Background: an optimization exercise with open tools, aiming at small area. Do not read the settings as production practice. The RTL was checked by simulation tests, not by an equivalence proof against the original design. No activity file was given, so power comes from the tool's default toggle rates.

// Main_Piano_VGA
module Main_Piano_VGA(
	input clock,
	input reset,
	input [5:0] teclas,
	output H_sync,
	output V_sync,
	output [2:0]RGB,
	output [5:0]sound4
	);
For scale: ~260 flip-flops, roughly 19 I/O pins, ~9300 um2 of cells after synthesis.
clock: 20.0 ns
lec_check: 0
cap_margin: 20
core_margin: 2
core_utilization: 70
slew_margin: 20
standard.sh (not shown) runs the stock make flow with config.mk's settings and CLKGATE_MAP_FILE= SYNTH_SCRIPT=/design/flow/synth_recipe.tcl, a recipe that flattens the netlist after the stock synthesis.
==> flow/flow/run.sh <==
#!/bin/bash
# The standard layout (standard.sh, standard synthesis included) with two
# changes:
# - clock tree synthesis without dummy loads, with one level of sink
#   clusters of up to 36 flip-flops within 95 um on clkbuf_16, and clkbuf_2
#   above them;
# - the smallest buffer (buf_1) on the input and output ports.
# Its full output goes to standard.log; ORFS's own logs stay under orfs/logs.
export CTS_ARGS="-sink_clustering_enable -repair_clock_nets -dont_use_dummy_load -buf_list sky130_fd_sc_hd__clkbuf_2 -root_buf sky130_fd_sc_hd__clkbuf_2 -sink_clustering_buffer sky130_fd_sc_hd__clkbuf_16 -sink_clustering_levels 1 -sink_clustering_size 36 -sink_clustering_max_diameter 95"
export BUFFER_PORTS_ARGS="-buffer_cell sky130_fd_sc_hd__buf_1"
bash standard.sh > standard.log 2>&1
Then changed:
==> flow/flow/run.sh (replaced) <==
#!/bin/bash
export CTS_ARGS="-sink_clustering_enable -repair_clock_nets -dont_use_dummy_load -buf_list sky130_fd_sc_hd__clkbuf_4 -root_buf sky130_fd_sc_hd__clkbuf_4 -sink_clustering_buffer sky130_fd_sc_hd__clkbuf_16 -sink_clustering_levels 1 -sink_clustering_size 36 -sink_clustering_max_diameter 95"
export BUFFER_PORTS_ARGS="-buffer_cell sky130_fd_sc_hd__buf_1"
bash standard.sh > standard.log 2>&1
The new run passed the timing, design-rule and antenna checks.
Cell area barely changes.
Sequential share of layout area is about the same.
Global-route usage does not change.
Non-clock buffer count stays the same.
Count of clock-buffer cells in the layout is unchanged.
Worst setup slack gets worse by 0.070 ns.
Via count hardly moves.
Routed wire length barely changes.
Synthesized area does not change.
Then changed:
==> flow/flow/run.sh (replaced) <==
#!/bin/bash
export CTS_ARGS="-sink_clustering_enable -repair_clock_nets -dont_use_dummy_load -buf_list sky130_fd_sc_hd__clkbuf_2 -root_buf sky130_fd_sc_hd__clkbuf_2 -sink_clustering_buffer sky130_fd_sc_hd__clkbuf_16 -sink_clustering_levels 1 -sink_clustering_size 34 -sink_clustering_max_diameter 90"
export BUFFER_PORTS_ARGS="-buffer_cell sky130_fd_sc_hd__buf_1"
bash standard.sh > standard.log 2>&1
Routed wire length falls slightly.
Cell area barely changes.
Sequential power stays flat.
Via count is higher slightly.
Die area stays the same.
Global-route usage barely changes.
Combinational power is about the same.
Power climbs slightly.
Cell count barely changes.
Then changed:
==> flow/flow/run.sh (replaced) <==
#!/bin/bash
export CTS_ARGS="-sink_clustering_enable -repair_clock_nets -dont_use_dummy_load -buf_list sky130_fd_sc_hd__clkbuf_2 -root_buf sky130_fd_sc_hd__clkbuf_2 -sink_clustering_buffer sky130_fd_sc_hd__clkbuf_16 -sink_clustering_levels 1 -sink_clustering_size 36 -sink_clustering_max_diameter 95"
export BUFFER_PORTS_ARGS="-buffer_cell sky130_fd_sc_hd__buf_1"
bash standard.sh > standard.log 2>&1
- final cell count hardly moves
- sequential cell count is unchanged
- final area hardly moves
- wire length is higher by 0.75%
- via count shrinks by 0.40%
- synthesized cell count does not change
Then changed:
==> flow/flow/run.sh (replaced) <==
#!/bin/bash
# The standard layout (standard.sh, standard synthesis included) with two
# changes:
# - clock tree synthesis without dummy loads, with one level of sink
#   clusters of up to 34 flip-flops within 90 um on clkbuf_16, and clkbuf_4
#   above them;
# - the smallest buffer (buf_1) on the input and output ports.
export CTS_ARGS="-sink_clustering_enable -repair_clock_nets -dont_use_dummy_load -buf_list sky130_fd_sc_hd__clkbuf_4 -root_buf sky130_fd_sc_hd__clkbuf_4 -sink_clustering_buffer sky130_fd_sc_hd__clkbuf_16 -sink_clustering_levels 1 -sink_clustering_size 34 -sink_clustering_max_diameter 90"
export BUFFER_PORTS_ARGS="-buffer_cell sky130_fd_sc_hd__buf_1"
bash standard.sh > standard.log 2>&1
Effect: Power went up slightly. Via count stays flat. Die area is unchanged.
Then changed:
==> flow/flow/run.sh (replaced) <==
#!/bin/bash
# The standard layout (standard.sh, standard synthesis included) with two
# changes:
# - clock tree synthesis without dummy loads, with one level of sink
#   clusters of up to 36 flip-flops within 95 um on clkbuf_16, and clkbuf_2
#   above them;
# - the smallest buffer (buf_1) on the input and output ports.
# Its full output goes to standard.log; ORFS's own logs stay under orfs/logs.
export CTS_ARGS="-sink_clustering_enable -repair_clock_nets -dont_use_dummy_load -buf_list sky130_fd_sc_hd__clkbuf_2 -root_buf sky130_fd_sc_hd__clkbuf_2 -sink_clustering_buffer sky130_fd_sc_hd__buf_12 -sink_clustering_levels 1 -sink_clustering_size 30 -sink_clustering_max_diameter 80"
export BUFFER_PORTS_ARGS="-buffer_cell sky130_fd_sc_hd__buf_1"
bash standard.sh > standard.log 2>&1
=> Design area is lower slightly; routed wire length hardly moves; critical path depth stays the same.

========
## run 1
Another version of the RTL of Main_Piano_VGA (not shown whole).
Size: roughly 9400 µm² of cells after synthesis.
clock: 20.0 ns
lec_check: 0
cap_margin: 20
core_margin: 2
core_utilization: 70
slew_margin: 20
==> flow/flow/run.sh <==
#!/bin/bash
export CTS_ARGS="-sink_clustering_enable -repair_clock_nets -dont_use_dummy_load -buf_list sky130_fd_sc_hd__clkbuf_16 -root_buf sky130_fd_sc_hd__clkbuf_16 -sink_clustering_buffer sky130_fd_sc_hd__clkbuf_16 -sink_clustering_size 34 -sink_clustering_max_diameter 90 -sink_clustering_levels 1"
export BUFFER_PORTS_ARGS="-buffer_cell sky130_fd_sc_hd__buf_1"
bash standard.sh > standard.log 2>&1
Modified inputs, run 2 compared to run 1
==> flow/flow/run.sh <==
#!/bin/bash
# Standard layout with two changes: clock tree synthesis without dummy loads
# and with larger sink clusters, and the smallest buffer on the ports.
export CTS_ARGS="-sink_clustering_enable -repair_clock_nets -dont_use_dummy_load -buf_list sky130_fd_sc_hd__clkbuf_8 -root_buf sky130_fd_sc_hd__clkbuf_16 -sink_clustering_buffer sky130_fd_sc_hd__clkbuf_16 -sink_clustering_size 40 -sink_clustering_max_diameter 60"
export BUFFER_PORTS_ARGS="-buffer_cell sky130_fd_sc_hd__buf_1"
bash standard.sh > standard.log 2>&1
[summary]
[compare] base=run 1 new=run 2: fraction of met2 tracks used by global routing shows no meaningful change; reported leakage power increased 1.3%; slack of the critical path lower; critical path required time lower. The met2 wire length in run 2 sits about 1% below the value recorded for run 1. [run 2 vs run 1] slew at the pin closest to its max-slew limit: higher in run 2. Summary of run 2 over run 1: area growth from synthesis to layout went up; part of the power in the clock network went up; wire length went up; power went up. Run 1 has lower met1 demand-to-capacity share in global routing than run 2.
Modified inputs, run 3 compared to run 2
==> flow/flow/run.sh <==
#!/bin/bash
export CTS_ARGS="-sink_clustering_enable -repair_clock_nets -dont_use_dummy_load -buf_list sky130_fd_sc_hd__clkbuf_16 -root_buf sky130_fd_sc_hd__clkbuf_16 -sink_clustering_buffer sky130_fd_sc_hd__clkbuf_16 -sink_clustering_levels 1 -sink_clustering_size 34 -sink_clustering_max_diameter 90 -branching_point_buffers_distance 2000 -distance_between_buffers 2000"
export BUFFER_PORTS_ARGS="-buffer_cell sky130_fd_sc_hd__buf_1"
bash standard.sh > standard.log 2>&1
--- outcome ---
- Detailed-route wire length per cell (lower): run 3
- Re total iterations of the first detailed-routing run: run 3 is 1 up on run 2.
- For the post-layout instance area, run 3 came in 1.0% lower than run 2 did.
- In the flow results for run 2 and run 3, the met2 layer wire length in the routed design is larger on run 3.
- Minimum clock period: run 3 better than run 2
- Global-route wire length before repair was lower in the run labelled run 3.
- Run 2 tops out at a lower clock frequency than run 3.
- Compared with run 2, run 3 improves post-layout total power.
- Summary of run 3 over run 2: number of global-route vias before repair shows a reduction of 1.2%; multi-input gate share of the layout cell area shows an increase of 0.40 points.
Modified inputs, run 4 compared to run 3
# run 3
export LEC_CHECK = 0
export CAP_MARGIN = 20
export CORE_MARGIN = 2
export CORE_UTILIZATION = 70
export SLEW_MARGIN = 20
create_clock -name core_clock -period 20.0 [get_ports {clock}]
# run 4
export LEC_CHECK = 0
export CAP_MARGIN = 20
export CORE_MARGIN = 2
export CORE_UTILIZATION = 75
export SLEW_MARGIN = 20
create_clock -name core_clock -period 20.0 [get_ports {clock}]
==> flow/flow/run.sh <==
#!/bin/bash
# Standard layout with two changes: clock tree synthesis without dummy loads
# and with larger sink clusters, and the smallest buffer on the ports.
export CTS_ARGS="-sink_clustering_enable -repair_clock_nets -dont_use_dummy_load -buf_list sky130_fd_sc_hd__clkbuf_8 -root_buf sky130_fd_sc_hd__clkbuf_16 -sink_clustering_buffer sky130_fd_sc_hd__clkbuf_16 -sink_clustering_size 35 -sink_clustering_max_diameter 45"
export BUFFER_PORTS_ARGS="-buffer_cell sky130_fd_sc_hd__buf_1"
bash standard.sh > standard.log 2>&1
==> comparison <==
Wire: run 4 routes more than run 3. Delta (run 4 minus run 3): number of clock sinks barely changed, clock-buffer cell count up 12, highest attainable clock frequency went down, met3 routing resource usage after global routing rose by 3.3 points. Delta (run 4 minus run 3): via count now larger, post-route standard cell area excluding fillers now larger, combinational power now larger, delay contributed by the slowest stage of the critical path comparable, first-pass GRT wire length now larger. For the met2 global-route usage, run 4 came in 8.9 points higher than run 3 did.

-- separate check: timing with driven ports --
In the flow no input, the clock included, has a driving cell. The finished layouts below were timed again as built, in two steps. Step 1 (the two cells are an assumption about what drives the block):
set clk [get_ports {clock}]
set_driving_cell -lib_cell sky130_fd_sc_hd__clkbuf_16 $clk
set_driving_cell -lib_cell sky130_fd_sc_hd__buf_2 [delete_from_list [all_inputs] $clk]
Step 2 moves the port delays by t, midway between the first and last clock arrival at a register: inputs arrive t later, outputs are due t later. That takes back most of the time a late clock gives input paths. a / b / c = ideal ports / drivers / drivers and shift; a / b = the first two.
| run | shift t [ns] | slack for setup (ns) | slew at the worst register clock pin (ns) | worst slew at a driven data input, ns |
|---|---|---|---|---|
| the first run of note 1 | 0.679 | 13.102 / 13.081 / 12.402 | 0.12 / 0.12 | 0.05 |
| the second run of note 1 | 0.595 | 13.032 / 13.011 / 12.416 | 0.12 / 0.12 | 0.05 |
| the third run of note 1 | 0.692 | 13.150 / 13.132 / 12.440 | 0.12 / 0.12 | 0.05 |
| the fourth run of note 1 | 0.679 | 13.102 / 13.081 / 12.402 | 0.12 / 0.12 | 0.05 |
| the fifth run of note 1 | 0.609 | 13.043 / 13.027 / 12.418 | 0.12 / 0.12 | 0.05 |
| the sixth run of note 1 | 0.688 | 13.201 / 13.184 / 12.496 | 0.11 / 0.11 | 0.05 |
| run 1 | 0.492 | 12.985 / 13.003 / 12.511 | 0.12 / 0.12 | 0.03 |
| run 2 | 0.507 | 12.933 / 12.953 / 12.446 | 0.12 / 0.12 | 0.03 |
| run 3 | 0.492 | 12.985 / 13.003 / 12.511 | 0.12 / 0.12 | 0.03 |
| run 4 | 0.533 | 12.958 / 12.976 / 12.443 | 0.08 / 0.08 | 0.03 |
After both steps every run listed still meets setup and hold. The setup slack of the third run of note 1, which loses most, moves by -0.018 ns with the drivers and by -0.710 ns with both steps.
